Source: an optimization exercise on an open RTL-to-GDS flow (aim: small area and a short achievable clock period). Production flows keep margins and buffers that such runs may drop. At most, simulation tests tie the RTL to the original design; equivalence was not proved. Only the layout flow was run in runs 3 and 4; the RTL was not checked for function there. Power figures rest on the tool's default switching activity, not on a simulated workload.

==> flow/run.sh <==
#!/bin/bash
# The standard layout, with plain buffers on the ports instead of the
# delay cells buffer_ports picks by default. Each ORFS step also keeps its
# own log under orfs/logs; make's output is kept in flow_make.log.
set -euo pipefail
bash standard.sh BUFFER_PORTS_ARGS="-buffer_cell sky130_fd_sc_hd__buf_2" finish > flow_make.log 2>&1
==> standard.sh <==
#!/bin/bash
# synth_recipe.tcl (not shown) runs the flow's synth.tcl, then flattens the netlist and writes it again
# the make line also repeats each setting of config.mk as NAME=value (left out here)
make -C /OpenROAD-flow-scripts/flow DESIGN_CONFIG=/design/flow/config.mk WORK_HOME=/design/flow/orfs CLKGATE_MAP_FILE= SYNTH_SCRIPT=/design/flow/synth_recipe.tcl "${@:-finish}"
==> config.mk <==
export PLATFORM = sky130hd
export DESIGN_NAME = pic_core
export DESIGN_NICKNAME = pic_core
export VERILOG_FILES = /design/flow/design.v
export SDC_FILE = /design/flow/constraint.sdc
export NUM_CORES = 4
export LEC_CHECK = 0
export ABC_AREA = 1
export CAP_MARGIN = 20
export CORE_MARGIN = 2
export CORE_UTILIZATION = 60
export CTS_BUF_LIST = sky130_fd_sc_hd__clkbuf_8 sky130_fd_sc_hd__clkbuf_16
export CTS_CLUSTER_DIAMETER = 100
export CTS_CLUSTER_SIZE = 24
export SETUP_SLACK_MARGIN = 3.2
export SLEW_MARGIN = 20
export TNS_END_PERCENT = 0
==> constraint.sdc <==
create_clock -name core_clock -period 5.0 [get_ports {clk}]
set_input_delay 1.0000 -clock core_clock [delete_from_list [all_inputs] [get_ports {clk}]]
set_output_delay 1.0000 -clock core_clock [all_outputs]
set_load 0.01 [all_outputs]
==> design.v <==
module pic_core(
    input            clk,
    input            rst,
    input[31:0]      irq,
    output           exi,
    output[4:0]      exi_code,
    input            mgmt_req,
    input[31:0]      mgmt_adr,
    output reg       mgmt_ack,
    input            mgmt_rwn,
    input[1:0]       mgmt_wen,
    input[31:0]      mgmt_txd,
    output reg       mgmt_rxe,
    output[31:0]     mgmt_rxd
);
localparam LAT = 15;     
function le11(input[10:0] a, input[10:0] b);
    reg[15:0] l, ng;
    integer j, w;
    begin
        l  = 0;
        ng = 16'hffff;
        for(j = 0; j < 11; j = j + 1)
        begin
            l[j]  = !a[j] & b[j];
            ng[j] = !a[j] | b[j];
        end
        for(w = 8; w >= 1; w = w / 2)
            for(j = 0; j < w; j = j + 1)
            begin
                l[j]  = l[2*j+1] | (ng[2*j+1] & l[2*j]);
                ng[j] = l[2*j+1] | (ng[2*j+1] & ng[2*j]);
            end
        le11 = ng[0];
    end
endfunction
function le_key(input[5:0] a, input[4:0] ca, input[5:0] b, input[4:0] cb, input z);
    reg[7:0] l, ng;
    integer j, w;
    begin
        l  = 0;
        ng = 8'hff;
        for(j = 0; j < 6; j = j + 1)
        begin
            l[j]  = !a[j] & b[j];
            ng[j] = !a[j] | b[j];
        end
        for(w = 4; w >= 1; w = w / 2)
            for(j = 0; j < w; j = j + 1)
            begin
                l[j]  = l[2*j+1] | (ng[2*j+1] & l[2*j]);
                ng[j] = l[2*j+1] | (ng[2*j+1] & ng[2*j]);
            end
        le_key = l[0] | (ng[0] & (z | le11({6'd0, ca}, {6'd0, cb})));
    end
endfunction
reg mgmt_fin, busy, issue;
always @(posedge clk or posedge rst)
begin
    if(rst)
    begin
        busy     <= 0;
        issue    <= 0;
        mgmt_fin <= 0;
    end else
    begin
        busy     <= !mgmt_fin && mgmt_req;
        issue    <= !busy     && mgmt_req;
        mgmt_fin <= issue;
    end
end
reg       rwn, wen, hit;
reg[4:0]  cfg_adr, cfg_din;
always @(posedge clk)
begin
    rwn     <= mgmt_rwn;
    wen     <= mgmt_wen[0];
    hit     <= mgmt_adr[15:5] == 11'd1;
    cfg_adr <= mgmt_adr[4:0];
    cfg_din <= mgmt_txd[4:0];
end
wire vld = issue && hit;
always @(posedge clk or posedge rst)
begin
    if(rst)
    begin
        mgmt_ack <= 0;
        mgmt_rxe <= 0;
    end else
    begin
        mgmt_ack <= vld;
        mgmt_rxe <= vld && rwn;
    end
end
reg[159:0] pri;
reg[4:0]   rd_adr;
reg[4:0]   rxd;
always @(posedge clk)
begin
    if(vld) rd_adr <= cfg_adr;
    rxd <= pri[rd_adr*5+:5];
end
genvar i;
generate
for(i = 0; i < 32; i = i + 1)
begin: g_pri
always @(posedge clk)
    if(vld && wen && cfg_adr == i) pri[i*5+:5] <= cfg_din;
end
endgenerate
assign mgmt_rxd = {27'd0, rxd};
reg        rclr;
reg[31:0]  nvld;         
reg[159:0] cnt;
always @(posedge clk or posedge rst)
begin
    if(rst) rclr <= 1;
    else    rclr <= 0;
end
generate
for(i = 0; i < 32; i = i + 1)
begin: g_line
always @(posedge clk)
begin
    nvld[i]      <= !irq[i];
    cnt[i*5+:5]  <= (rclr ? 5'd0 : cnt[i*5+:5]) + (nvld[i] && irq[i] ? 5'd1 : 5'd0);
end
end
endgenerate
reg[15:0]  v1, w1;
reg[79:0]  p1;
reg[8*13-1:0]  lv2;
reg[4*14-1:0]  lv3;
reg[2*15-1:0]  lv4;
reg[5:0]       lv5;
generate
for(i = 0; i < 16; i = i + 1)
begin: g_l1
    wire[5:0] a = {nvld[2*i], pri[(2*i)*5+:5]}, b = {nvld[2*i+1], pri[(2*i+1)*5+:5]};
    wire[4:0] ca = cnt[(2*i)*5+:5], cb = cnt[(2*i+1)*5+:5];
    wire w = !le_key(a, ca, b, cb, rclr);
    always @(posedge clk)
    begin
        v1[i] <= !(a[5] && b[5]);
        w1[i] <= w;
        p1[i*5+:5] <= w ? b[4:0] : a[4:0];
    end
end
for(i = 0; i < 8; i = i + 1)
begin: g_l2
    wire[4:0] ca = w1[2*i]   ? cnt[(4*i+1)*5+:5] : cnt[(4*i)*5+:5];
    wire[4:0] cb = w1[2*i+1] ? cnt[(4*i+3)*5+:5] : cnt[(4*i+2)*5+:5];
    wire[11:0] a = {!v1[2*i],   p1[(2*i)*5+:5],   ca, w1[2*i]};
    wire[11:0] b = {!v1[2*i+1], p1[(2*i+1)*5+:5], cb, w1[2*i+1]};
    wire w = le11(a[11:1], b[11:1]);
    always @(posedge clk)
        lv2[i*13+:13] <= w ? {a[11:1], 1'b0, a[0:0]} : {b[11:1], 1'b1, b[0:0]};
end
for(i = 0; i < 4; i = i + 1)
begin: g_l3
    wire[12:0] a = lv2[(2*i)*13+:13], b = lv2[(2*i+1)*13+:13];
    wire w = le11(a[12:2], b[12:2]);
    always @(posedge clk)
        lv3[i*14+:14] <= w ? {a[12:2], 1'b0, a[1:0]} : {b[12:2], 1'b1, b[1:0]};
end
for(i = 0; i < 2; i = i + 1)
begin: g_l4
    wire[13:0] a = lv3[(2*i)*14+:14], b = lv3[(2*i+1)*14+:14];
    wire w = le11(a[13:3], b[13:3]);
    always @(posedge clk)
        lv4[i*15+:15] <= w ? {a[13:3], 1'b0, a[2:0]} : {b[13:3], 1'b1, b[2:0]};
end
endgenerate
wire[14:0] fa = lv4[14:0], fb = lv4[29:15];
wire fw = le11(fa[14:4], fb[14:4]);
always @(posedge clk)
    lv5 <= fw ? {!fa[14], 1'b0, fa[3:0]} : {!fb[14], 1'b1, fb[3:0]};
reg[5:0] dly[6:LAT];
integer s;
always @(posedge clk)
begin
    dly[6] <= lv5;
    for(s = 7; s <= LAT; s = s + 1)
        dly[s] <= dly[s-1];
end
assign exi      = dly[LAT][5];
assign exi_code = dly[LAT][4:0];
endmodule
==> results.json, run 1 <==
{
  "critPathTopFamily": "flip-flops",
  "cts_tree": "built",
  "synth.area.mux_share_pct": 0,
  "die_w_um": 238,
  "critPathMaxFanout": 1,
  "yosysTopAreaCellShare_pct": 35.2,
  "ys_ff_latch": 749,
  "worst_ep_required_time_ns": 4.00,
  "area_growth_syn_to_layout_pct": 5.91,
  "slew_violations": 0,
  "tns_ns": 0,
  "drt_wl_total_um": 74400,
  "clock_skew_ns": 0.0321,
  "dieArea_um2": 56700,
  "power_frac_seq_pct": 57.8,
  "vias": 26100,
  "design.core.area_um2": 54000,
  "drive_above_1_share_pct": 5.66,
  "synth.distinct_cells": 42,
  "grt_overflow": 0,
  "worst_pin_slew_ns": 0.820,
  "seq_area_frac_synth_pct": 50.7,
  "synth-main-ff-cell": "dfxtp_1",
  "r2r_cells": 7,
  "rows": 85,
  "drt-pass1-iter-count": 6,
  "ant_nets": 0,
  "powerDensity_nw_per_um2": 359,
  "syn_area_um2": 32900,
  "fin_crit_ns": 2.10,
  "synth-edff-count": 165,
  "yosysMostFrequentCell": "nand2_1",
  "hpwl_um": 54100,
  "path_cells": "buf_2",
  "critical_path_class": "reg -> out",
  "finalCoreUtilization_pct": 64.5,
  "end_kind": "output pin",
  "die-height_um": 238,
  "cts_buffer_depth": 3,
  "via_per_inst": 5.18,
  "rsz0062_at_grt": "yes",
  "insertedDiodeCount": 0,
  "holdWs_ns": 0.308,
  "grtUsageTotal_pct": 26.1,
  "p_clk_share_pct": 26.4,
  "synth.top_cells.by_count": "nand2_1, dfxtp_1, inv_1",
  "slowest_stage": "dfrtp_1",
  "synth-adder-area-share_pct": 2.46,
  "cp-start-kind": "flip-flop",
  "async_flop_share_pct": 0.801,
  "synth_xor_area_share_pct": 1.30,
  "drc": 0,
  "fill_cells": 4858,
  "grt_pass1_vias": 23500,
  "max_clock_freq_ghz": 0.477,
  "swShare_pct": 28.8,
  "cts.sinks": 749,
  "hold_viol": 0,
  "p_int_w": 0.00889,
  "arrival_ns": 1.10,
  "initial_core_util_pct": 60.9,
  "worstSkewPairLatency_ns": 0.61,
  "synth_top_family_by_area": "simple AND/OR/NAND/NOR gates",
  "yosys-top-cells-area": "dfxtp_1, edfxtp_1, nand2_1",
  "status": "no timing/DRC/antenna violations",
  "critPathBufInv": 1,
  "setup_viol": 0,
  "grt_pass1_wl_um": 119000,
  "root_buffer": "clkbuf_16",
  "dp_cells": 4978,
  "slew_headroom_pct": 45.4,
  "pwr-share-comb_pct": 15.8,
  "yosys.area.top_type": "dfxtp_1",
  "synthCells": 4298,
  "cts_hold_buf": 0,
  "nets": 4497,
  "drtIter0Drc": 1947,
  "wl_per_cell_um": 14.7,
  "power.total_w": 0.0125,
  "synth_compound_area_share_pct": 9.96,
  "antenna_found_initial": 1,
  "path_depth": 1,
  "place.gp.congestion": 0.889,
  "grt_max_degree": 64,
  "cts_buffers": 37,
  "ios": 142,
  "numPortBuffers": 70,
  "stdcell_count": 5044,
  "p_leak_nw": 16.9,
  "ys_warn_count": 2,
  "synth-simple-area-share_pct": 26.3,
  "cts.clk_slew.worst_paths_ns": 0.08,
  "max_stage_delay_ns": 0.38,
  "syn_avg_cell_area_um2": 7.65,
  "finalCritPeriodShare_pct": 41.9,
  "htreeDepth": 2,
  "hp-class": "in -> async",
  "cap_violations": 0,
  "vdd_ir_drop_max_v": 0.000368,
  "p_sw_w": 0.00360
}
==> per-stage QoR <==
step	setup slack, ns	cell area (um2)
2_1_floorplan	3.21	33000
6_report	2.90	34800
3_3_place_gp	2.51	33600
5_1_grt	2.85	34800
4_1_cts	2.88	34700
3_5_place_dp	2.48	33600
==> cell usage in the layout, fill, tap and decap left out, types with 3 or more instances in the layout <==
master and instances:
nand2_1 1300, inv_1 586, dfxtp_1 571, nand3_1 384
nor2_1 351, o21ai_0 236, edfxtp_1 165, a21oi_1 162
buf_2 69, ha_1 64, a31oi_1 51, xor2_1 49
clkbuf_16 37, o22ai_1 30, conb_1 28, or2_2 27
nand2_2 24, o211ai_1 24, buf_4 24, o221ai_1 18
nor3_1 17, inv_2 16, a21boi_0 16, o21ai_1 14
a21oi_2 14, o21a_1 10, nand4_1 8, dfxtp_2 7
nor2_2 5, dfrtp_1 5, a211oi_1 4, nand2_4 3
clkinvlp_4 3
==> power groups by stage <==
stage | Clock [W] | Combinational [W] | Sequential (W)
after global placement | 0 | 0.00192 | 0.00736
final | 0.00330 | 0.00198 | 0.00722
after floorplan | 0 | 0.00152 | 0.00720
after global routing | 0.00360 | 0.00230 | 0.00730
after detailed placement | 0 | 0.00194 | 0.00737
after CTS | 0.00338 | 0.00197 | 0.00723
==> sequential cells by signal, indices dropped and copies added (netlist names), 5 cells and up <==
signal   count
cfg_adr      5
cfg_din      5
cnt        160
dly         60
lv2        104
lv3         56
lv4         30
lv5          6
nvld        32
p1          80
pri        160
rd_adr       5
rxd          5
v1          16
w1          16
==> final timing paths <==
path	slack [ns]	from	end
worst max-delay path	2.90	mgmt_rxe$_DFF_PP0_	mgmt_rxe
worst min-delay path	0.31	rst	mgmt_rxe$_DFF_PP0_
worst max register to register	3.01	rclr$_DFF_PP1_	cnt[129]$_DFF_P_
worst min register to register	0.33	dly[9][3]$_DFF_P_	dly[10][3]$_DFF_P_
max in group asynchronous	4.45	rst	rclr$_DFF_PP1_
min in group core_clock	0.33	dly[9][3]$_DFF_P_	dly[10][3]$_DFF_P_
==> what timing repair did <==
item	in CTS	in global routing
pin swaps	0	0
endpoints found under the setup margin	442	549
setup buffers	5	4
gates cloned	1	0
gates resized for setup	16	23
==> layout make-up <==
| cell class | instances | area, um2 | area share (%) |
|---|---|---|---|
| flip-flops and latches | 749 | 16700 | 47.9 |
| multi-input cells | 2850 | 13300 | 38.2 |
| inverters | 591 | 2240 | 6.42 |
| clock buffers | 37 | 926 | 2.66 |
| well taps | 696 | 871 | 2.50 |
| repair buffers | 101 | 673 | 1.93 |
| clock inverters | 19 | 120 | 0.345 |
| repair inverters | 1 | 7.51 | 0.0215 |
==> per-layer routing <==
layer | vias up | part of all wire, % | track usage [%]
met2 | 615 | 44 | 42.0
li1 | 13700 | - | -
met4 | 0 | 2.6 | 6.91
met3 | 112 | 6.2 | 3.19
met5 | - | 0 | 0
met1 | 11700 | 47 | 37.2
==> kinds of logic (layout without fill, tap and decap cells) <==
group	Yosys count	after routing
other cells	1	28
fa+ha+maj	65	65
buf+inv	726	749
simple gates	2126	2126
xor+xnor	49	49
compound gates	582	582
flops	749	749
==> run 2, diff against run 1 <==
--- a/config.mk
+++ b/config.mk
@@ -8,7 +8,7 @@
 export ABC_AREA = 1
 export CAP_MARGIN = 20
 export CORE_MARGIN = 2
-export CORE_UTILIZATION = 60
+export CORE_UTILIZATION = 66
 export CTS_BUF_LIST = sky130_fd_sc_hd__clkbuf_8 sky130_fd_sc_hd__clkbuf_16
 export CTS_CLUSTER_DIAMETER = 100
 export CTS_CLUSTER_SIZE = 24
==> run 2 against run 1 <==
  * Total power grew 0.13%
  * Combinational power is essentially flat
  * Sequential power barely moved
  * Critical endpoint is now mgmt_rxd[1]
  * Highest routed layer unchanged
  * Still clean
  * Final area barely moved
  * Non-clock buffer count rose by 2
  * Largest power group unchanged
  * Largest cell class unchanged
  * Via count grew 1.6%
==> results.json, run 2 <==
{
  "status": "no timing/DRC/antenna violations",
  "tns_ns": 0,
  "grt_pass1_wl_um": 119000,
  "slowest_stage": "dfxtp_1",
  "seq_area_frac_synth_pct": 50.7,
  "dp_cells": 4944,
  "initial_core_util_pct": 67.1,
  "critPathMaxFanout": 1,
  "yosys.area.top_type": "dfxtp_1",
  "finalCritPeriodShare_pct": 42.2,
  "final_cell_mix": "nand2_1, inv_1, dfxtp_1",
  "rows": 81,
  "cp-start-kind": "flip-flop",
  "numPortBuffers": 70,
  "via_per_inst": 5.29,
  "slew_headroom_pct": 44.8,
  "power_frac_seq_pct": 57.6,
  "htreeDepth": 2,
  "drtIter0Drc": 2109,
  "die-height_um": 227,
  "cap_violations": 0,
  "syn_area_um2": 32900,
  "yosys-top-cells-area": "dfxtp_1, edfxtp_1, nand2_1",
  "path_cells": "buf_2",
  "rrSetupSlack_ns": 2.99,
  "synth.distinct_cells": 42,
  "hpwl_um": 53500,
  "place.gp.congestion": 0.910,
  "cts.clk_slew.worst_paths_ns": 0.09,
  "insertedDiodeCount": 0,
  "root_buffer": "clkbuf_16",
  "drt_wl_total_um": 73900,
  "r2r_cells": 9,
  "drc": 0,
  "hold_viol": 0,
  "drive_above_1_share_pct": 5.68,
  "r2r_start": "rd_adr[0]$_DFFE_PP_",
  "yosysTopAreaCellShare_pct": 35.2,
  "critPathBufInv": 1,
  "synth-main-ff-cell": "dfxtp_1",
  "final_common_cell": "nand2_1",
  "cts_buffers": 37,
  "wl_per_cell_um": 14.7,
  "grtUsageTotal_pct": 28.9,
  "power.total_w": 0.0125,
  "area_growth_syn_to_layout_pct": 5.82,
  "p_clk_share_pct": 26.3,
  "synth-edff-count": 165,
  "rsz0062_at_grt": "yes",
  "top_regs": "cnt: 160 flops, pri: 160 flops, lv2: 104 flops",
  "end_kind": "output pin",
  "critPathTopFamily": "flip-flops",
  "grt_overflow": 0,
  "cts_tree": "built",
  "critical_path_class": "reg -> out",
  "antenna_found_initial": 0,
  "p_leak_nw": 16.9,
  "swShare_pct": 28.9,
  "clock_skew_ns": 0.0240,
  "die_w_um": 227,
  "drt-pass1-iter-count": 6,
  "syn_avg_cell_area_um2": 7.65,
  "vias": 26500,
  "grt_max_degree": 60,
  "arrival_ns": 1.11,
  "pwr-share-comb_pct": 16.1,
  "ys_warn_count": 2,
  "p_sw_w": 0.00362,
  "cts_buffer_depth": 3,
  "setup_viol": 0,
  "cts.sinks": 749,
  "max_stage_delay_ns": 0.38,
  "fin_crit_ns": 2.11,
  "async_flop_share_pct": 0.801,
  "max_clock_freq_ghz": 0.474,
  "slew_violations": 0,
  "grt_pass1_vias": 23900,
  "hp-class": "in -> async",
  "synthCells": 4298,
  "yosysMostFrequentCell": "nand2_1",
  "ios": 142,
  "p_int_w": 0.00889,
  "stdcell_count": 5015,
  "dieArea_um2": 51600,
  "worst_pin_slew_ns": 0.829,
  "ant_nets": 0,
  "reg2reg_to": "rxd[2]$_DFF_P_",
  "vdd_ir_drop_max_v": 0.000384,
  "worstSkewPairLatency_ns": 0.60,
  "synth.top_cells.by_count": "nand2_1, dfxtp_1, inv_1",
  "powerDensity_nw_per_um2": 359,
  "worst_ep_required_time_ns": 4.00,
  "design.core.area_um2": 49100,
  "nets": 4499,
  "ys_ff_latch": 749,
  "cts_hold_buf": 0
}
==> run 2: cell families (layout without fill, tap and decap cells) <==
| group | after synthesis | after routing | synth area share, % |
|---|---|---|---|
| flip-flops | 749 | 749 | 50.7 |
| adder cells (fa/ha/maj) | 65 | 65 | 2.46 |
| XOR/XNOR | 49 | 49 | 1.30 |
| buffers and inverters | 726 | 752 | 9.27 |
| AO/OA/AOI/OAI | 582 | 582 | 9.96 |
| other | 1 | 28 | 0.0114 |
| AND/OR/NAND/NOR | 2126 | 2126 | 26.3 |
==> run 2: worst max-delay path by stage <==
stage	startpoint	to	slack, ns	cells past startpoint
floorplan	rclr$_DFF_PP1_	cnt[129]$_DFF_P_	3.21	10
global placement	rd_adr[1]$_DFFE_PP_	rxd[3]$_DFF_P_	2.06	9
detailed placement	rd_adr[1]$_DFFE_PP_	rxd[2]$_DFF_P_	2.04	8
CTS	mgmt_rxe$_DFF_PP0_	mgmt_rxe	2.88	1
global route	rxd[2]$_DFF_P_	mgmt_rxd[2]	2.87	1
finish	rxd[1]$_DFF_P_	mgmt_rxd[1]	2.89	1
==> run 2: power groups by stage <==
stage               Sequential, W  Clock, W  Combinational (W)
finish                    0.00721   0.00330            0.00201
global route              0.00728   0.00357            0.00230
CTS                       0.00721   0.00336            0.00201
detailed placement        0.00735         0            0.00198
global placement          0.00734         0            0.00193
floorplan                 0.00720         0            0.00152
==> run 2: final cells by class <==
class / instances / area, um2
fill: 4099 / 14200
tap: 664 / 831
clock buffer: 39 / 976
inverter: 591 / 2240
timing repair buffer: 103 / 683
multi-input combinational: 2850 / 13300
timing repair inverter: 1 / 7.51
clock inverter: 18 / 88.8
sequential: 749 / 16700
==> run 2: stage by stage <==
step	hold WS [ns]	setup slack, ns	utilization (%)	instance area, um2
6_report	0.299	2.89	71.0	34800
4_1_cts	0.282	2.88	70.8	34800
3_5_place_dp	0.312	2.04	68.3	33500
3_3_place_gp	0.310	2.06	68.3	33500
2_1_floorplan	0.310	3.21	-	33000
5_1_grt	0.294	2.87	71.0	34800
==> run 2: what timing repair did <==
| item | in CTS | in global routing |
|---|---|---|
| setup endpoints to repair | 479 | 538 |
| gates resized for setup | 21 | 15 |
| cloned | 1 | 0 |
| setup buffers | 10 | 3 |
==> run 2: metal layers <==
layer  wire (um)  global-route usage, %  part of all wire (%)  vias to the layer above
li1            -                      -                     -                    13700
met1       33600                   40.7                    45                    11900
met4        1740                   7.65                   2.4                        0
met3        5170                   3.36                   7.0                      112
met2       33400                   47.4                    45                      820
met5           0                      0                     0                        -
==> run 3, diff against run 2 <==
==> design.v (replaced) <==
module pic_core(
    input            clk,
    input            rst,
    input[31:0]      irq,
    output           exi,
    output[4:0]      exi_code,
    input            mgmt_req,
    input[31:0]      mgmt_adr,
    output reg       mgmt_ack,
    input            mgmt_rwn,
    input[1:0]       mgmt_wen,
    input[31:0]      mgmt_txd,
    output reg       mgmt_rxe,
    output[31:0]     mgmt_rxd
);
localparam LAT = 15;     
reg mgmt_fin, busy, issue;
always @(posedge clk or posedge rst)
begin
    if(rst)
    begin
        busy     <= 0;
        issue    <= 0;
        mgmt_fin <= 0;
    end else
    begin
        busy     <= !mgmt_fin && mgmt_req;
        issue    <= !busy     && mgmt_req;
        mgmt_fin <= issue;
    end
end
reg       rwn, wen, hit;
reg[4:0]  cfg_adr, cfg_din;
always @(posedge clk)
begin
    rwn     <= mgmt_rwn;
    wen     <= mgmt_wen[0];
    hit     <= mgmt_adr[15:5] == 11'd1;
    cfg_adr <= mgmt_adr[4:0];
    cfg_din <= mgmt_txd[4:0];
end
wire vld = issue && hit;
always @(posedge clk or posedge rst)
begin
    if(rst)
    begin
        mgmt_ack <= 0;
        mgmt_rxe <= 0;
    end else
    begin
        mgmt_ack <= vld;
        mgmt_rxe <= vld && rwn;
    end
end
reg[159:0] pri;
reg[4:0]   rd_adr;
reg[4:0]   rxd;
always @(posedge clk)
begin
    if(vld) rd_adr <= cfg_adr;
    rxd <= pri[rd_adr*5+:5];
end
genvar i;
generate
for(i = 0; i < 32; i = i + 1)
begin: g_pri
always @(posedge clk)
    if(vld && wen && cfg_adr == i) pri[i*5+:5] <= cfg_din;
end
endgenerate
assign mgmt_rxd = {27'd0, rxd};
reg[31:0]  nvld;         
reg[159:0] cnt;
generate
for(i = 0; i < 32; i = i + 1)
begin: g_line
always @(posedge clk)
    nvld[i] <= !irq[i];
always @(posedge clk or posedge rst)
begin
    if(rst) cnt[i*5+:5] <= 0;
    else    cnt[i*5+:5] <= cnt[i*5+:5] + (nvld[i] && irq[i] ? 5'd1 : 5'd0);
end
end
endgenerate
wire[10:0] key[0:31];
generate
for(i = 0; i < 32; i = i + 1)
begin: g_key
assign key[i] = {nvld[i], pri[i*5+:5], cnt[i*5+:5]};
end
endgenerate
reg[10:0] k1[0:7];
reg[1:0]  x1[0:7];
generate
for(i = 0; i < 8; i = i + 1)
begin: g_s1
wire[10:0] a = key[4*i], b = key[4*i+1], c = key[4*i+2], d = key[4*i+3];
wire ab = a <= b, ac = a <= c, ad = a <= d;
wire bc = b <= c, bd = b <= d, cd = c <= d;
wire wa = ab & ac & ad;
wire wb = !ab & bc & bd;
wire wc = !ac & !bc & cd;
wire wd = !ad & !bd & !cd;
always @(posedge clk)
begin
    k1[i] <= ({11{wa}} & a) | ({11{wb}} & b) | ({11{wc}} & c) | ({11{wd}} & d);
    x1[i] <= {wc | wd, wb | wd};
end
end
endgenerate
reg[10:0] k2[0:1];
reg[3:0]  x2[0:1];
generate
for(i = 0; i < 2; i = i + 1)
begin: g_s2
wire[10:0] a = k1[4*i], b = k1[4*i+1], c = k1[4*i+2], d = k1[4*i+3];
wire ab = a <= b, ac = a <= c, ad = a <= d;
wire bc = b <= c, bd = b <= d, cd = c <= d;
wire wa = ab & ac & ad;
wire wb = !ab & bc & bd;
wire wc = !ac & !bc & cd;
wire wd = !ad & !bd & !cd;
always @(posedge clk)
begin
    k2[i] <= ({11{wa}} & a) | ({11{wb}} & b) | ({11{wc}} & c) | ({11{wd}} & d);
    x2[i] <= {wc | wd, wb | wd,
              ({2{wa}} & x1[4*i]) | ({2{wb}} & x1[4*i+1]) |
              ({2{wc}} & x1[4*i+2]) | ({2{wd}} & x1[4*i+3])};
end
end
endgenerate
wire w0 = k2[0] <= k2[1];
wire[5:0] res = w0 ? {!k2[0][10], 1'b0, x2[0]} : {!k2[1][10], 1'b1, x2[1]};
reg[5:0] dly[3:LAT];
integer s;
always @(posedge clk)
begin
    dly[3] <= res;
    for(s = 4; s <= LAT; s = s + 1)
        dly[s] <= dly[s-1];
end
assign exi      = dly[LAT][5];
assign exi_code = dly[LAT][4:0];
endmodule
==> run.sh (new file) <==
#!/bin/bash
# synth_recipe.tcl (not shown) runs the flow's synth.tcl, then flattens the netlist and writes it again
# the make line also repeats each setting of config.mk as NAME=value (left out here)
make -C /OpenROAD-flow-scripts/flow DESIGN_CONFIG=/design/flow/config.mk WORK_HOME=/design/flow/orfs CLKGATE_MAP_FILE= SYNTH_SCRIPT=/design/flow/synth_recipe.tcl finish
==> config.mk (replaced) <==
export PLATFORM = sky130hd
export DESIGN_NAME = pic_core
export DESIGN_NICKNAME = pic_core
export VERILOG_FILES = /design/flow/design.v
export SDC_FILE = /design/flow/constraint.sdc
export NUM_CORES = 4
export LEC_CHECK = 0
export CAP_MARGIN = 20
export CORE_MARGIN = 2
export CORE_UTILIZATION = 40
export SLEW_MARGIN = 20
removed: flow/run.sh
removed: standard.sh
==> run 3 against run 2 <==
  * Critical path type is now reg -> reg
  * Routed wire length increased by 39%
  * Clock power increased by 58%
  * Final area increased by 20%
  * Clock skew increased by 0.012 ns
  * Still clean on timing, DRC and antenna
  * First-iteration DRC count increased by 3.7%
  * Maximum frequency decreased by 32%
  * Largest power group is now combinational logic
  * Register-to-register slack got worse by 1.1 ns
==> results.json, run 3 <==
{
  "status": "no timing/DRC/antenna violations",
  "ctsResizeCount": 0,
  "worstSkewPairLatency_ns": 0.63,
  "setup_viol": 0,
  "dpl-instance-area_um2": 39500,
  "slew_violations": 0,
  "synth_compound_area_share_pct": 15.7,
  "drt_wl_total_um": 103000,
  "yosysMostFrequentCell": "ha_1",
  "tns_ns": 0,
  "arrival_ns": 3.57,
  "grt_max_degree": 77,
  "die-height_um": 310,
  "drt-pass1-iter-count": 8,
  "powerDensity_nw_per_um2": 491,
  "synth.area.mux_share_pct": 3.31,
  "slew_headroom_pct": 21.6,
  "synthCells": 3552,
  "hpwl_um": 79200,
  "critical_path_class": "reg -> reg",
  "design.core.area_um2": 92900,
  "vias": 28000,
  "drtIter0Drc": 2188,
  "grt_overflow": 0,
  "critPathMaxFanout": 11,
  "top_regs": "cnt: 160 flops, pri: 160 flops, k1: 88 flops",
  "cap_violations": 0,
  "ys_ff_latch": 592,
  "ios": 142,
  "cts_tree": "built",
  "ant_nets": 0,
  "yosys-top-cells-area": "ha_1, dfxtp_1, edfxtp_1",
  "grtUsageTotal_pct": 21.5,
  "worst_ep_required_time_ns": 5.47,
  "htreeDepth": 3,
  "synth-edff-count": 165,
  "yosysTopAreaCellShare_pct": 24.6,
  "cts.sinks": 592,
  "stdcell_count": 4946,
  "syn_area_um2": 37400,
  "insertedDiodeCount": 0,
  "synth.distinct_cells": 47,
  "grt_pass1_wl_um": 160000,
  "cts_hold_buf": 0,
  "cp-start-kind": "flip-flop",
  "syn_avg_cell_area_um2": 10.5,
  "yosys.area.top_type": "ha_1",
  "p_leak_nw": 18.6,
  "async_flop_share_pct": 27.9,
  "finalCoreUtilization_pct": 45.1,
  "clock_skew_ns": 0.0358,
  "synth-main-ff-cell": "dfxtp_1",
  "synth_top_family_by_area": "adder cells",
  "end_kind": "flip-flop",
  "place.gp.congestion": 0.938,
  "synth-adder-area-share_pct": 24.6,
  "wl_per_cell_um": 20.8,
  "seq_area_frac_synth_pct": 38.3,
  "antenna_found_initial": 2,
  "via_per_inst": 5.65,
  "max_clock_freq_ghz": 0.322,
  "area_growth_syn_to_layout_pct": 12.0,
  "cts_buffers": 70,
  "numPortBuffers": 70,
  "synth-simple-area-share_pct": 10.1,
  "rows": 112,
  "worst_pin_slew_ns": 1.18,
  "hp-class": "reg -> reg",
  "hold_viol": 0,
  "fin_crit_ns": 3.10,
  "grt_pass1_vias": 27600,
  "synth_xor_area_share_pct": 2.25,
  "cts.clk_slew.worst_paths_ns": 0.06,
  "root_buffer": "clkbuf_16",
  "cts_buffer_depth": 3,
  "nets": 4473,
  "die_w_um": 310,
  "dp_cells": 4817,
  "vdd_ir_drop_max_v": 0.000302,
  "rsz0062_at_grt": "no",
  "synth.top_cells.by_count": "ha_1, inv_1, dfxtp_1",
  "final_common_cell": "ha_1",
  "finalCritPeriodShare_pct": 62.1,
  "final_cell_mix": "ha_1, inv_1, dfxtp_1",
  "ys_warn_count": 6,
  "finish.instance_area_um2": 41900,
  "cts_setup_buffers": 0,
  "drive_above_1_share_pct": 6.55,
  "initial_core_util_pct": 40.2,
  "dieArea_um2": 95900,
  "drc": 0
}
run 3: changes by cell type after synthesis, moves of 160 or more:
cell / change
ha_1: +671
nand3_1: -176
nand2_1: -1233
dfxtp_1: -316
dfrtp_1: +160
nor2_1: -244
run 3: worst paths after layout:
check	depth (start not counted)	slack, ns	start	end
max in group asynchronous	3	3.47	rst	cnt[28]$_DFF_PP0_
min in group asynchronous	2	0.72	rst	cnt[131]$_DFF_PP0_
hold / removal	0	0.31	dly[13][1]$_DFF_P_	dly[14][1]$_DFF_P_
setup / recovery	7	1.90	pri[22]$_DFFE_PP_	k1[1][10]$_DFF_P_
hold reg to reg	0	0.31	dly[13][1]$_DFF_P_	dly[14][1]$_DFF_P_
setup reg to reg	7	1.90	pri[22]$_DFFE_PP_	k1[1][10]$_DFF_P_
run 3: area by class of cell:
cell class / count / area, um2
clock buffer: 91 / 1980
clock inverter: 37 / 369
fill: 8749 / 51000
inverter: 419 / 1580
multi-input combinational: 2453 / 21100
sequential: 592 / 14300
tap: 1254 / 1570
timing repair buffer: 100 / 951
run 3: per-stage QoR:
step	setup WS, ns	hold WS (ns)	power [W]
finish	1.90	0.313	0.0206
global route	1.73	0.325	0.0222
CTS	1.91	0.315	0.0206
detailed placement	1.92	0.312	0.0153
global placement	1.95	0.312	0.0151
floorplan	1.90	0.310	0.0128
run 3: critical path: stages (launching register included):
cell,delay [ns]
edfxtp_1,0.50
ha_1,0.35
nand3_1,0.13
a211oi_1,0.30
nor4b_1,0.12
o22ai_1,0.91
o32ai_1,0.23
a221o_1,0.39
run 3: cells by family after synthesis:
logic type      Yosys count
compound gates          858
fa+ha+maj               735
simple gates            677
flops                   592
buf+inv                 533
xor+xnor                 96
mux                      60
other cells               1
run 3: metal layers:
layer / global-route usage (%) / share of wire (%) / up-vias
met1: 30.5 / 47 / 13400
met5: 0 / 0 / -
met4: 5.93 / 2.3 / 0
met3: 3.03 / 6.0 / 135
li1: - / - / 13600
met2: 34.1 / 45 / 841
run 3: where the power goes:
group | internal (W) | total [W] | switching, W | leakage, nW
Sequential | 0.00609 | 0.00762 | 0.00153 | 5.65
Clock | 0.00308 | 0.00522 | 0.00215 | 1.14
Combinational | 0.00329 | 0.00771 | 0.00442 | 11.8
Total | 0.0125 | 0.0206 | 0.00810 | 18.6
==> run 4, diff against run 3 <==
--- a/design.v
+++ b/design.v
@@ -14,6 +14,26 @@
     output[31:0]     mgmt_rxd
 );
 localparam LAT = 15;     
+function le11(input[10:0] a, input[10:0] b);
+    reg[15:0] l, ng;
+    integer j, w;
+    begin
+        l  = 0;
+        ng = 16'hffff;
+        for(j = 0; j < 11; j = j + 1)
+        begin
+            l[j]  = !a[j] & b[j];
+            ng[j] = !a[j] | b[j];
+        end
+        for(w = 8; w >= 1; w = w / 2)
+            for(j = 0; j < w; j = j + 1)
+            begin
+                l[j]  = l[2*j+1] | (ng[2*j+1] & l[2*j]);
+                ng[j] = l[2*j+1] | (ng[2*j+1] & ng[2*j]);
+            end
+        le11 = ng[0];
+    end
+endfunction
 reg mgmt_fin, busy, issue;
 always @(posedge clk or posedge rst)
 begin
@@ -96,8 +116,8 @@
 for(i = 0; i < 8; i = i + 1)
 begin: g_s1
 wire[10:0] a = key[4*i], b = key[4*i+1], c = key[4*i+2], d = key[4*i+3];
-wire ab = a <= b, ac = a <= c, ad = a <= d;
-wire bc = b <= c, bd = b <= d, cd = c <= d;
+wire ab = le11(a, b), ac = le11(a, c), ad = le11(a, d);
+wire bc = le11(b, c), bd = le11(b, d), cd = le11(c, d);
 wire wa = ab & ac & ad;
 wire wb = !ab & bc & bd;
 wire wc = !ac & !bc & cd;
@@ -115,8 +135,8 @@
 for(i = 0; i < 2; i = i + 1)
 begin: g_s2
 wire[10:0] a = k1[4*i], b = k1[4*i+1], c = k1[4*i+2], d = k1[4*i+3];
-wire ab = a <= b, ac = a <= c, ad = a <= d;
-wire bc = b <= c, bd = b <= d, cd = c <= d;
+wire ab = le11(a, b), ac = le11(a, c), ad = le11(a, d);
+wire bc = le11(b, c), bd = le11(b, d), cd = le11(c, d);
 wire wa = ab & ac & ad;
 wire wb = !ab & bc & bd;
 wire wc = !ac & !bc & cd;
@@ -130,7 +150,7 @@
 end
 end
 endgenerate
-wire w0 = k2[0] <= k2[1];
+wire w0 = le11(k2[0], k2[1]);
 wire[5:0] res = w0 ? {!k2[0][10], 1'b0, x2[0]} : {!k2[1][10], 1'b1, x2[1]};
 reg[5:0] dly[3:LAT];
 integer s;
--- a/config.mk
+++ b/config.mk
@@ -5,7 +5,9 @@
 export SDC_FILE = /design/flow/constraint.sdc
 export NUM_CORES = 4
 export LEC_CHECK = 0
+export ABC_CLOCK_PERIOD_IN_PS = 1800
 export CAP_MARGIN = 20
 export CORE_MARGIN = 2
-export CORE_UTILIZATION = 40
+export CORE_UTILIZATION = 60
+export SETUP_SLACK_MARGIN = 3.2
 export SLEW_MARGIN = 20
==> run 4 against run 3 <==
  * Still clean
  * Non-clock buffer count grew 359
  * Worst setup slack gained 0.047 ns
  * First-iteration DRC count grew 93%
  * Critical path depth grew 5
  * Clock power shrank 3%
  * Worst hold slack gained 0.010 ns
  * Die area shrank 40%
  * Sequential share of layout area shrank 1.3 points
  * Critical path type unchanged
==> results.json, run 4 <==
{
  "htreeDepth": 3,
  "grt_pass1_wl_um": 169000,
  "path_cells": "buf_4, nor2b_4, maj3_2, or4b_4, a21oi_4, nor3_2, o21a_1, a2111oi_4, buf_4, buf_12, a222oi_1, o21ai_1",
  "insertedDiodeCount": 0,
  "p_leak_nw": 17.1,
  "drc": 0,
  "worst_pin_slew_ns": 0.933,
  "rrSetupSlack_ns": 1.94,
  "cts.clk_slew.worst_paths_ns": 0.06,
  "drtIter0Drc": 4233,
  "max_stage_delay_ns": 0.53,
  "slew_headroom_pct": 37.8,
  "drive_above_1_share_pct": 34.5,
  "initial_core_util_pct": 60.8,
  "grtUsageTotal_pct": 37.7,
  "powerDensity_nw_per_um2": 488,
  "yosysMostFrequentCell": "inv_1",
  "top_regs": "cnt: 160 flops, pri: 160 flops, k1: 88 flops",
  "fin_ws_ns": 1.94,
  "critPathMaxFanout": 7,
  "critPathTopFamily": "compound AO/OA/AOI/OAI gates",
  "hp-class": "reg -> reg",
  "cts_buffers": 66,
  "finalCoreUtilization_pct": 80.0,
  "hpwl_um": 71900,
  "vias": 31400,
  "dpl-instance-area_um2": 35200,
  "numPortBuffers": 70,
  "slew_violations": 0,
  "drt_wl_total_um": 116000,
  "cp_common_cell": "buf_4",
  "setup_viol": 0,
  "root_buffer": "clkbuf_16",
  "ant_nets": 0,
  "hold_path.startpoint": "dly[4][0]$_DFF_P_",
  "wl_per_cell_um": 24.9,
  "synth.top_cells.by_count": "inv_1, dfxtp_1, maj3_1",
  "critical_path_class": "reg -> reg",
  "ios": 142,
  "rows": 86,
  "synthCells": 3497,
  "nets": 4013,
  "max_clock_freq_ghz": 0.327,
  "grt_max_degree": 91,
  "critPathBufInv": 3,
  "worst_ep_required_time_ns": 5.50,
  "synth.distinct_cells": 101,
  "syn_area_um2": 33600,
  "tns_ns": 0,
  "place.gp.congestion": 0.996,
  "cts_tree": "built",
  "clock_skew_ns": 0.0218,
  "r2r_start": "pri[113]$_DFFE_PP_",
  "multiInputGateArea_um2": 20700,
  "design.core.area_um2": 55200,
  "yosysTopAreaCellShare_pct": 15.6,
  "end_kind": "flip-flop",
  "async_flop_share_pct": 27.9,
  "cts.sinks": 592,
  "cap_violations": 0,
  "status": "no timing/DRC/antenna violations",
  "grt_overflow": 0,
  "drt-pass1-iter-count": 8,
  "finish.instance_area_um2": 44100,
  "yosys-top-cells-area": "dfxtp_1, edfxtp_1, dfrtp_1",
  "worstSkewPairLatency_ns": 0.61,
  "cp-start-kind": "flip-flop",
  "yosys.area.top_type": "dfxtp_1",
  "die-height_um": 241,
  "ys_warn_count": 6,
  "finalCritPeriodShare_pct": 61.1,
  "synth-main-ff-cell": "dfxtp_1",
  "arrival_ns": 3.55,
  "ys_ff_latch": 592,
  "slowest_stage": "edfxtp_1",
  "via_per_inst": 6.77,
  "holdWs_ns": 0.323,
  "rsz0062_at_grt": "yes",
  "reg2reg_to": "k1[5][8]$_DFF_P_",
  "grt_pass1_vias": 29700,
  "antenna_found_initial": 7,
  "synth-edff-count": 165,
  "min_path_cells": 0,
  "area_growth_syn_to_layout_pct": 31.4,
  "final_common_cell": "inv_1",
  "fin_crit_ns": 3.06,
  "dieArea_um2": 57900,
  "seq_area_frac_synth_pct": 42.7,
  "vdd_ir_drop_max_v": 0.000492,
  "hold_end": "dly[5][0]$_DFF_P_",
  "r2r_cells": 12,
  "die_w_um": 241,
  "final_cell_mix": "inv_1, buf_4, dfxtp_1",
  "fill_cells": 3265,
  "cts_buffer_depth": 3,
  "final-seq-area_um2": 14500,
  "hold_viol": 0,
  "pre_cts_ws_ns": 1.47,
  "syn_avg_cell_area_um2": 9.60
}
## run 4: cell count changes after synthesis, moves of 52 or more
cell	change
a21o_1	-74
o32ai_1	-106
a221o_1	-55
nand3_1	-97
a21oi_1	-115
nand2b_1	+118
ha_1	-671
maj3_1	+204
o221ai_1	+52
nand3b_1	-63
nor2b_1	+117
clkbuf_1	+86
nand2_1	+127
nor2_1	+90
## run 4: final cells by class
class                      instances  share of cell area, %
tap                              748                   2.12
inverter                         371                   3.17
multi-input combinational       2356                   47.0
clock inverter                    34                  0.887
timing repair buffer             459                   9.66
timing repair inverter             1                 0.0113
clock buffer                      86                   4.25
sequential                       592                   32.9
## run 4: worst register-to-register path: cells and delay by family, from the launching register on
family | cells | cell delay (ns)
AO/OA/AOI/OAI | 5 | 1.01
adder cells (fa/ha/maj) | 1 | 0.32
buffers and inverters | 3 | 0.49
flip-flops | 1 | 0.53
AND/OR/NAND/NOR | 3 | 0.60
## run 4: worst max-delay path by stage
stage | startpoint | to | slack (ns) | cells past startpoint
4_1_cts | pri[108]$_DFFE_PP_ | k1[5][8]$_DFF_P_ | 2.07 | 11
3_3_place_gp | pri[66]$_DFFE_PP_ | k1[3][2]$_DFF_P_ | 1.59 | 9
5_1_grt | cnt[110]$_DFF_PP0_ | k1[5][8]$_DFF_P_ | 1.83 | 12
2_1_floorplan | rst | busy$_DFF_PP0_ | 1.90 | 1
3_5_place_dp | pri[66]$_DFFE_PP_ | k1[3][0]$_DFF_P_ | 1.47 | 9
6_report | pri[113]$_DFFE_PP_ | k1[5][8]$_DFF_P_ | 1.94 | 12
## run 4: cells by family (layout without fill, tap and decap cells)
family | Yosys count | after routing | synth area share (%)
compound gates | 953 | 956 | 21.0
other cells | 1 | 27 | 0.0112
simple gates | 915 | 924 | 13.8
mux | 69 | 69 | 3.95
flops | 592 | 592 | 42.7
xor+xnor | 96 | 96 | 2.50
fa+ha+maj | 284 | 284 | 9.00
buf+inv | 587 | 951 | 7.06
## run 4: power breakdown
group          total, W  internal [W]  switching [W]
Combinational   0.00820       0.00402        0.00418
Sequential      0.00828       0.00621        0.00208
Clock           0.00508       0.00307        0.00201
## run 4: per-layer routing
layer	GRT usage [%]	share of wire, %	vias up
li1	-	-	13600
met1	50.5	39	15200
met2	58.5	45	2138
met3	9.56	11	447
met4	15.9	4.4	10
met5	0	0.054	-
## run 4: repair_timing
| action | 4_1_cts | 5_1_grt |
|---|---|---|
| setup endpoints to repair | 392 | 455 |
| pin swaps | 179 | 149 |
| setup buffers | 264 | 99 |
| gates resized for setup | 611 | 298 |
| hold buffers | 0 | 0 |
| gates cloned | 23 | 3 |
## run 4: metrics by stage
stage,power (W),std cells
final,0.0216,4647
after global routing,0.0225,4647
after CTS,0.0204,4545
after detailed placement,0.0138,4138
after global placement,0.0135,4137
after floorplan,0.0122,3523

==> afterwards: timing with drivers on the ports <==
No port has a modelled driver above. Below, the same layouts with a new extraction and two added sets of constraints. Step 1, drivers: a clkbuf_16 drives clk and a buf_2 each remaining input, both assumed. Step 2 adds t to the input delays and takes it off the output delays; t is the mean of the earliest and latest rising clock arrival at the registers after step 1. Input paths then give back, and output paths get back, about the clock's delay inside the block. a / b / c = no drivers / after step 1 / after step 2; a / b = the first two.
run | shift t [ns] | setup WS [ns] | hold WS [ns] | worst slew at a driven data input, ns
run 1 | 0.649 | 2.905 / 2.847 / 2.909 | 0.308 / 0.268 / 0.328 | 0.04
run 2 | 0.645 | 2.890 / 2.829 / 2.922 | 0.299 / 0.257 / 0.324 | 0.04
run 3 | 0.683 | 1.896 / 1.896 / 1.896 | 0.313 / 0.313 / 0.313 | 0.06
run 4 | 0.666 | 1.943 / 1.943 / 1.943 | 0.323 / 0.323 / 0.323 | 0.05
After both steps setup and hold are still met in every run listed.
